This is an optimization exercise on Yosys and OpenROAD, whose aim is small area, not a production implementation.
Only simulation tests tie the RTL to the original design; equivalence was not proved.
The clock input has no modelled driver; a real chip could not lean on it and would need a root buffer or a full tree.
Power is estimated from default activity; no workload was simulated.

==> flow/design.v <==
module main(
    input car_in,
    input [2:0] car_out,
    input clk_in,
    input rst,
    output wire door_open,
    output wire full_signal,
    output reg [3:0] state,
    output wire [4:0] seg_select,
    output reg [7:0] seg_data,
    output tmp
);
    assign tmp = rst;
    reg [5:0] dl;
    reg [2:0] dk;
    wire c40 = ~dl[0] & ~dl[1] & ~dl[4] & ~dl[5];
    always @(posedge clk_in or posedge rst)
        if (rst) begin
            dl <= 6'd25; dk <= 3'd0;
        end else begin
            dl <= {dl[4:0], dl[5] ^ dl[0] ^ c40};
            dk <= dk + {2'b0, c40};
        end
    wire t1 = c40 & ~dk[0];
    wire t2 = c40 & dk[0] & dk[1] & ~dk[2];
    reg ai, ax;
    reg [1:0] mi, mx;
    always @(posedge clk_in or posedge rst)
        if (rst) begin
            ai <= 1'b0; ax <= 1'b0; mi[0] <= 1'b0; mx[0] <= 1'b0;
        end else if (t1) begin
            ai <= ~car_in;
            ax <= ~car_out[2];
            mi[0] <= ai & (mi[1] | mi[0]);
            mx[0] <= ax & (mx[1] | mx[0]);
        end
    always @(posedge clk_in)
        if (t1) begin
            mi[1] <= ai & ~mi[0];
            mx[1] <= ax & ~mx[0];
        end
    wire di = mi[1] & mi[0];
    wire dx = mx[1] & mx[0];
    reg [1:0] ls;
    wire [1:0] spot = car_out[1:0];
    wire s0 = state[0], s1 = state[1], s2 = state[2], s3 = state[3];
    wire is_full = &state;
    wire entry = di & ~is_full;
    wire exitv = dx & (is_full | ~di) & state[spot];
    wire E = t1 & entry;
    wire X = t1 & exitv;
    wire q4 = ~s3 & s2 & ~s1 & ~s0;           
    wire [3:0] setc = {s2 & s1 & s0, s1 & s0, s0 | q4, ~q4};
    wire [3:0] clr = {spot == 2'd3, spot == 2'd2, spot == 2'd1, spot == 2'd0};
    wire [3:0] nstate = (state | ({4{E}} & setc)) & ~({4{X}} & clr);
    wire s13 = ~s3 & ~s2 & s0;
    wire dreq_n = entry | exitv | (ls[0] & s13);
    wire fg_n = di & (&nstate);
    always @(posedge clk_in or posedge rst)
        if (rst) state <= 4'b0000;
        else     state <= nstate;
    always @(posedge clk_in) begin
        if (E) ls[1] <= ~(s3 & s2);
        if (E) ls[0] <= s0 & (s2 | (ls[0] & ~s1));
        else if (X) ls[0] <= spot[0] | ~(s3 & s2);
    end
    reg [6:0] dc;
    reg [5:0] dt;
    wire d_act = dt[5] | dt[4];
    wire [7:0] dcc;
    wire [6:0] dtc;
    assign dcc[0] = t1 & d_act;
    assign dtc[0] = dcc[7];
    genvar i;
    generate
        for (i = 0; i < 7; i = i + 1) begin : g_dc
            assign dcc[i+1] = dcc[i] & dc[i];
        end
        for (i = 0; i < 6; i = i + 1) begin : g_dt
            assign dtc[i+1] = dtc[i] & dt[i];
        end
    endgenerate
    wire [6:0] dc_n = d_act ? ((dc ^ dcc[6:0]) | {5'b0, dcc[7], dcc[7]}) : 7'd3;
    wire d_idle_tick = t1 & ~d_act;
    wire [5:0] dt_n = d_idle_tick ? (dt[0] ? 6'd24 : {5'b0, dreq_n})
                                  : ((dt ^ dtc[5:0]) | {5'b0, dtc[6] & dreq_n});
    always @(posedge clk_in or posedge rst)
        if (rst) begin
            dt[5:4] <= 2'b00; dt[0] <= 1'b0;
        end else begin
            dt[5:4] <= dt_n[5:4]; dt[0] <= dt_n[0];
        end
    always @(posedge clk_in) dt[3:1] <= dt_n[3:1];
    always @(posedge clk_in) dc <= dc_n;
    assign door_open = d_act & ~dt[0];
    reg [7:0] fc;
    reg [2:0] ft;
    wire f_act = ft[2] | (ft[1] & ft[0]);
    wire [8:0] fcc;
    wire [3:0] ftc;
    assign fcc[0] = t1 & f_act;
    assign ftc[0] = fcc[8];
    generate
        for (i = 0; i < 8; i = i + 1) begin : g_fc
            assign fcc[i+1] = fcc[i] & fc[i];
        end
        for (i = 0; i < 3; i = i + 1) begin : g_ft
            assign ftc[i+1] = ftc[i] & ft[i];
        end
    endgenerate
    wire [7:0] fc_n = f_act ? ((fc ^ fcc[7:0]) | {5'b0, fcc[8], fcc[8], 1'b0}) : 8'd6;
    wire f_idle_tick = t1 & ~f_act;
    wire [2:0] ft_n = f_idle_tick ? (ft[0] ? 3'd3 : {2'b0, fg_n})
                                  : ((ft ^ ftc[2:0]) | {2'b0, ftc[3] & fg_n});
    always @(posedge clk_in or posedge rst)
        if (rst) begin
            ft[2] <= 1'b0; ft[0] <= 1'b0;
        end else begin
            ft[2] <= ft_n[2]; ft[0] <= ft_n[0];
        end
    always @(posedge clk_in) ft[1] <= ft_n[1];
    always @(posedge clk_in) fc <= fc_n;
    assign full_signal = f_act & ft[0];
    wire ge3 = (s0 & s1 & (s2 | s3)) | (s2 & s3 & (s0 | s1));    
    wire nz = s0 | s1 | s2 | s3;
    wire ex2 = nz & ~ge3 & ~(s0 ^ s1 ^ s2 ^ s3);                   
    wire ls2 = ls[1] & ~ls[0];
    wire [2:0] dsp = {~ge3, ~ex2, (nz & ~ge3) | (is_full & ~ls2)};
    wire q12 = s3 & s2 & ~s1 & ~s0;
    wire n1 = is_full ? ls[1] : (s0 & s1);
    wire n0 = (is_full | q12) ? ls[0] : (s0 & ~(s1 & ~s2));
    wire [2:0] dnr = (is_full & ~ls2) ? 3'b100 : {n1, ~n1 | n0, ~n0 | n1};
    reg sel;
    reg [2:0] sg;
    always @(posedge clk_in or posedge rst)
        if (rst) begin
            sel <= 1'b0; sg <= 3'b000;
        end else if (t2) begin
            sel <= ~sel;
            sg <= sel ? dnr : dsp;
        end
    assign seg_select = {2'b00, sel, 1'b0, ~sel};
    always @* begin
        seg_data[7] = 1'b0;
        seg_data[6] = sg[2];
        seg_data[5] = sg[1] & (sg[2] ^ sg[0]);
        seg_data[4] = sg[0] & ~(sg[2] & sg[1]);
        seg_data[3] = sg[0];
        seg_data[2] = sg[1];
        seg_data[1] = sg[1] | sg[0];
        seg_data[0] = sg[0];
    end
endmodule
Settings: LEC_CHECK=0, ABC_AREA=1, CAP_MARGIN=20, CORE_MARGIN=2, CORE_UTILIZATION=70, SLEW_MARGIN=20; clock period 10.0 ns.
standard.sh (not shown) runs the stock make flow with config.mk's settings and CLKGATE_MAP_FILE= SYNTH_SCRIPT=/design/flow/synth_recipe.tcl, a recipe that flattens the netlist after the stock synthesis.
==> flow/flow/run.sh <==
#!/bin/bash
# ORFS layout as the standard.sh runs it, with these changes:
#  - synthesis maps logic with area-oriented ABC scripts (flow/abc/*.script)
#    and without the separate adder mapping (ADDER_MAP_FILE empty): the
#    synthesis is run once per script and the script giving the smallest
#    cell area (synthesis buffers excluded) is used for the layout. The rest of
#    the standard synthesis, and so every register, is unchanged.
#  - port buffers use the smallest buffer cell
#  - one tie cell drives all constant outputs
#  - the clock tree is a few leaf buffers driven by the clock port, one per
#    group of nearby flip-flops (flow/kbuf.tcl, run in place of
#    clock_tree_synthesis through ORFS's PRE_CTS_TCL hook)
# Each tool's output goes to a log file in this folder.
set -euo pipefail
WD=$(pwd)
rm -rf "$WD/scripts_mod"
cp -r "$FLOW_HOME/scripts" "$WD/scripts_mod"

best=""
best_area=""
for s in "$WD"/flow/abc/*.script; do
  k=$(basename "$s" .script)
  rm -rf "$WD/try_$k" "$WD/scripts_$k"
  cp -r "$WD/scripts_mod" "$WD/scripts_$k"
  cp "$s" "$WD/scripts_$k/abc_area.script"
  bash standard.sh SCRIPTS_DIR="$WD/scripts_$k" ADDER_MAP_FILE= WORK_HOME="$WD/try_$k" synth > "$WD/synth_try_$k.log" 2>&1 &
done
wait
for s in "$WD"/flow/abc/*.script; do
  k=$(basename "$s" .script)
  stat="$WD/try_$k/reports/$FLOW_PLATFORM/main/base/synth_stat.txt"
  [[ -f "$stat" ]] || continue
  a=$(awk '/sky130_fd_sc_hd__/ && !/__buf_|__clkbuf_/ {a+=$2} END {printf "%.4f", a}' "$stat")
  echo "script $k: area $a" >> "$WD/synth_choice.log"
  if [[ -z "$best" ]] || awk -v a="$a" -v b="$best_area" 'BEGIN {exit !(a < b)}'; then
    best=$k; best_area=$a
  fi
done
echo "chosen: $best ($best_area)" >> "$WD/synth_choice.log"
cp "$WD/flow/abc/$best.script" "$WD/scripts_mod/abc_area.script"
rm -rf "$WD"/try_* "$WD"/scripts_s*

export BUFFER_PORTS_ARGS="-buffer_cell sky130_fd_sc_hd__buf_1"
export PRE_CTS_TCL="$WD/flow/kbuf.tcl"
export CLK_BUF=sky130_fd_sc_hd__clkbuf_8
export CLK_GROUPS=3
bash standard.sh SCRIPTS_DIR="$WD/scripts_mod" ADDER_MAP_FILE= SKIP_REPAIR_TIE_FANOUT=1 finish > "$WD/standard_flow.log" 2>&1
Other scripts of this flow, unchanged in this note and not shown: flow/flow/abc/s0.script, flow/flow/abc/s1.script, flow/flow/abc/s2.script, flow/flow/abc/s3.script, flow/flow/abc/s4.script, flow/flow/abc/s5.script, flow/flow/kbuf.tcl
Edit:
- CAP_MARGIN: 20 -> 0
- SLEW_MARGIN: 20 -> 0
Outcome:
- The new run completed without violations
- worst setup slack does not change
- routed wire length stays the same
- combinational power stays flat
- fmax does not change
- die area is unchanged
- design area is unchanged
- via count does not change
- total power does not change
- core utilization is unchanged
Edit:
- CAP_MARGIN: 0 -> 20
- GPL_TIMING_DRIVEN: unset -> 0
- SLEW_MARGIN: 0 -> 20
Power barely changes.
Routed wire length climbs by 1.6%.
First-iteration DRC count drops by 5.0%.
Hold slack improved by 0.0067 ns.
Final cell count climbs by about 3.7%.
In every run of this note, the design's own scripts or RTL, not TritonCTS, make the clock network.

Setup of run 1:
Another version of the RTL of main (not shown whole).
Size: ~250 cells after synthesis, about 26 I/O pins, ~2400 um2 of cells after synthesis.
==> flow/config.mk <==
export PLATFORM = sky130hd
export DESIGN_NAME = main
export DESIGN_NICKNAME = main
export VERILOG_FILES = /design/flow/design.v
export SDC_FILE = /design/flow/constraint.sdc
export NUM_CORES = 4
export LEC_CHECK = 0
export ABC_AREA = 1
export CAP_MARGIN = 20
export CORE_MARGIN = 2
export CORE_UTILIZATION = 40
export SLEW_MARGIN = 20
==> flow/constraint.sdc <==
create_clock -name core_clock -period 10.0 [get_ports {clk_in}]
set_input_delay 2.0000 -clock core_clock [delete_from_list [all_inputs] [get_ports {clk_in}]]
set_output_delay 2.0000 -clock core_clock [all_outputs]
set_load 0.01 [all_outputs]
==> flow/flow/run.sh <==
#!/bin/bash
# ORFS layout as the standard.sh runs it, with three changes:
#  - synthesis maps logic with an area-oriented ABC script (flow/abc_area.script);
#    the rest of the standard synthesis, and so every register, is unchanged
#  - port buffers use the smallest buffer cell
#  - a lighter clock tree (no dummy loads, clkbuf_8 leaves)
set -euo pipefail
WD=$(pwd)
rm -rf "$WD/scripts_mod"
cp -r "$FLOW_HOME/scripts" "$WD/scripts_mod"
cp "$WD/flow/abc_area.script" "$WD/scripts_mod/abc_area.script"
export BUFFER_PORTS_ARGS="-buffer_cell sky130_fd_sc_hd__buf_1"
export CTS_ARGS="-sink_clustering_enable -repair_clock_nets -dont_use_dummy_load -buf_list sky130_fd_sc_hd__clkbuf_8 -sink_clustering_size 16 -sink_clustering_max_diameter 60"
bash standard.sh SCRIPTS_DIR="$WD/scripts_mod" finish > "$WD/standard_flow.log" 2>&1
==> flow/flow/abc_area.script <==
strash
balance
rewrite
refactor
balance
rewrite
rewrite -z
balance
refactor -z
rewrite -z
balance
balance
rewrite
refactor
balance
rewrite
rewrite -z
balance
refactor -z
rewrite -z
balance
dch -f
map -a
strash
dch -f
map -a
topo
dnsize -c
What run 2 does differently from run 1 at the input level:
# run 1
export LEC_CHECK = 0
export ABC_AREA = 1
export CAP_MARGIN = 20
export CORE_MARGIN = 2
export CORE_UTILIZATION = 40
export SLEW_MARGIN = 20
create_clock -name core_clock -period 10.0 [get_ports {clk_in}]
# run 2
export LEC_CHECK = 0
export ABC_CLOCK_PERIOD_IN_PS = 50000
export CAP_MARGIN = 20
export CORE_MARGIN = 2
export CORE_UTILIZATION = 40
export SLEW_MARGIN = 20
create_clock -name core_clock -period 10.0 [get_ports {clk_in}]
==> flow/flow/run.sh <==
#!/bin/bash
# Standard ORFS layout with smaller port buffers and a lighter clock tree.
set -euo pipefail
export BUFFER_PORTS_ARGS="-buffer_cell sky130_fd_sc_hd__buf_1"
export CTS_ARGS="-sink_clustering_enable -repair_clock_nets -dont_use_dummy_load -buf_list sky130_fd_sc_hd__clkbuf_8 -sink_clustering_size 16 -sink_clustering_max_diameter 60"
bash standard.sh > standard_flow.log 2>&1
removed: flow/flow/abc_area.script
## What came out
Design area on run 2 is up relative to run 1. Between run 2 and run 1, it is run 2 whose routed length on met1 is lower, by 1.5%. Length of routed met3 wiring ended up about 40% higher on run 2 than on run 1. Run 2 ended up with a lower final-layout non-clock buffer area share than run 1 did. From run 1 to run 2 the numbers moved as follows: XOR/XNOR share of the synthesized area picked up an extra 1.3 points; utilization after layout lost 1.2 points; vias after detailed routing picked up an extra 2.7%. Against run 1, run 2 reports a fraction of standard cell area in multi-input logic that is higher. Going from run 1 to run 2, cell count along the critical path lost 20; cell area after placement now sits higher.
For run 3, these inputs were changed with respect to run 2:
# run 2
export LEC_CHECK = 0
export ABC_CLOCK_PERIOD_IN_PS = 50000
export CAP_MARGIN = 20
export CORE_MARGIN = 2
export CORE_UTILIZATION = 40
export SLEW_MARGIN = 20
create_clock -name core_clock -period 10.0 [get_ports {clk_in}]
# run 3
export LEC_CHECK = 0
export ABC_AREA = 1
export CAP_MARGIN = 20
export CORE_MARGIN = 2
export CORE_UTILIZATION = 40
export SLEW_MARGIN = 20
create_clock -name core_clock -period 10.0 [get_ports {clk_in}]
--- a/flow/flow/run.sh
+++ b/flow/flow/run.sh
@@ -2 +2,5 @@
-# Standard ORFS layout with smaller port buffers and a lighter clock tree.
+# ORFS layout as the standard.sh runs it, with three changes:
+#  - synthesis maps logic with an area-oriented ABC script (flow/abc_area.script);
+#    and no separate adder mapping (ADDER_MAP_FILE empty); the rest of the standard synthesis, and so every register, is unchanged
+#  - port buffers use the smallest buffer cell
+#  - a lighter clock tree (no dummy loads, clkbuf_8 leaves)
@@ -3,0 +8,4 @@
+WD=$(pwd)
+rm -rf "$WD/scripts_mod"
+cp -r "$FLOW_HOME/scripts" "$WD/scripts_mod"
+cp "$WD/flow/abc_area.script" "$WD/scripts_mod/abc_area.script"
@@ -6 +14 @@
-bash standard.sh > standard_flow.log 2>&1
+bash standard.sh SCRIPTS_DIR="$WD/scripts_mod" ADDER_MAP_FILE= finish > "$WD/standard_flow.log" 2>&1
==> flow/flow/abc_area.script (new file) <==
strash
balance
rewrite
refactor
balance
rewrite
rewrite -z
balance
refactor -z
rewrite -z
balance
balance
rewrite
refactor
balance
rewrite
rewrite -z
balance
refactor -z
rewrite -z
balance
dch -f
amap
topo
dnsize -c
In the reports for run 2 and run 3, the smaller overall power of the completed layout belongs to run 2.
Any difference in post-route setup TNS between run 2 and run 3 is small enough to ignore.
The run with more setup slack is run 3; run 2 has less.
The higher reported net switching power came out of run 3.

## afterwards: timing with drivers on the ports
Ports are ideal in the flow. The routed layouts listed here were re-timed in OpenROAD.
Step 1 assumes that a clkbuf_16 drives the clock port and a buf_2 every other input.
Step 2 times the ports against the registers' clock, not the clock port: input delays grow and output delays shrink by t, the midpoint of the rising clock arrivals with the driver on.
a / b / c = ideal / step 1 / step 2; a / b = the first two.
run	t, ns	setup WS [ns]	hold slack, ns	latest minus earliest clock arrival (ns)	cell pins on the clock port's net
the first run of note 1	0.195	5.758 / 5.734 / 5.734	0.360 / 0.360 / 0.360	0.008 / 0.009	3
the second run of note 1	0.195	5.758 / 5.734 / 5.734	0.360 / 0.360 / 0.360	0.008 / 0.009	3
the third run of note 1	0.192	5.668 / 5.643 / 5.643	0.367 / 0.367 / 0.367	0.021 / 0.021	3
run 1	0.320	5.593 / 5.593 / 5.593	0.473 / 0.473 / 0.473	0.006 / 0.007	1
run 2	0.305	5.734 / 5.712 / 5.712	0.474 / 0.474 / 0.474	0.017 / 0.018	1
run 3	0.319	5.759 / 5.736 / 5.736	0.473 / 0.473 / 0.473	0.005 / 0.005	1
After both steps setup and hold are still met in every run listed. For the third run of note 1, which loses most, drivers alone change the setup slack by -0.025 ns; drivers and shift together by -0.025 ns.
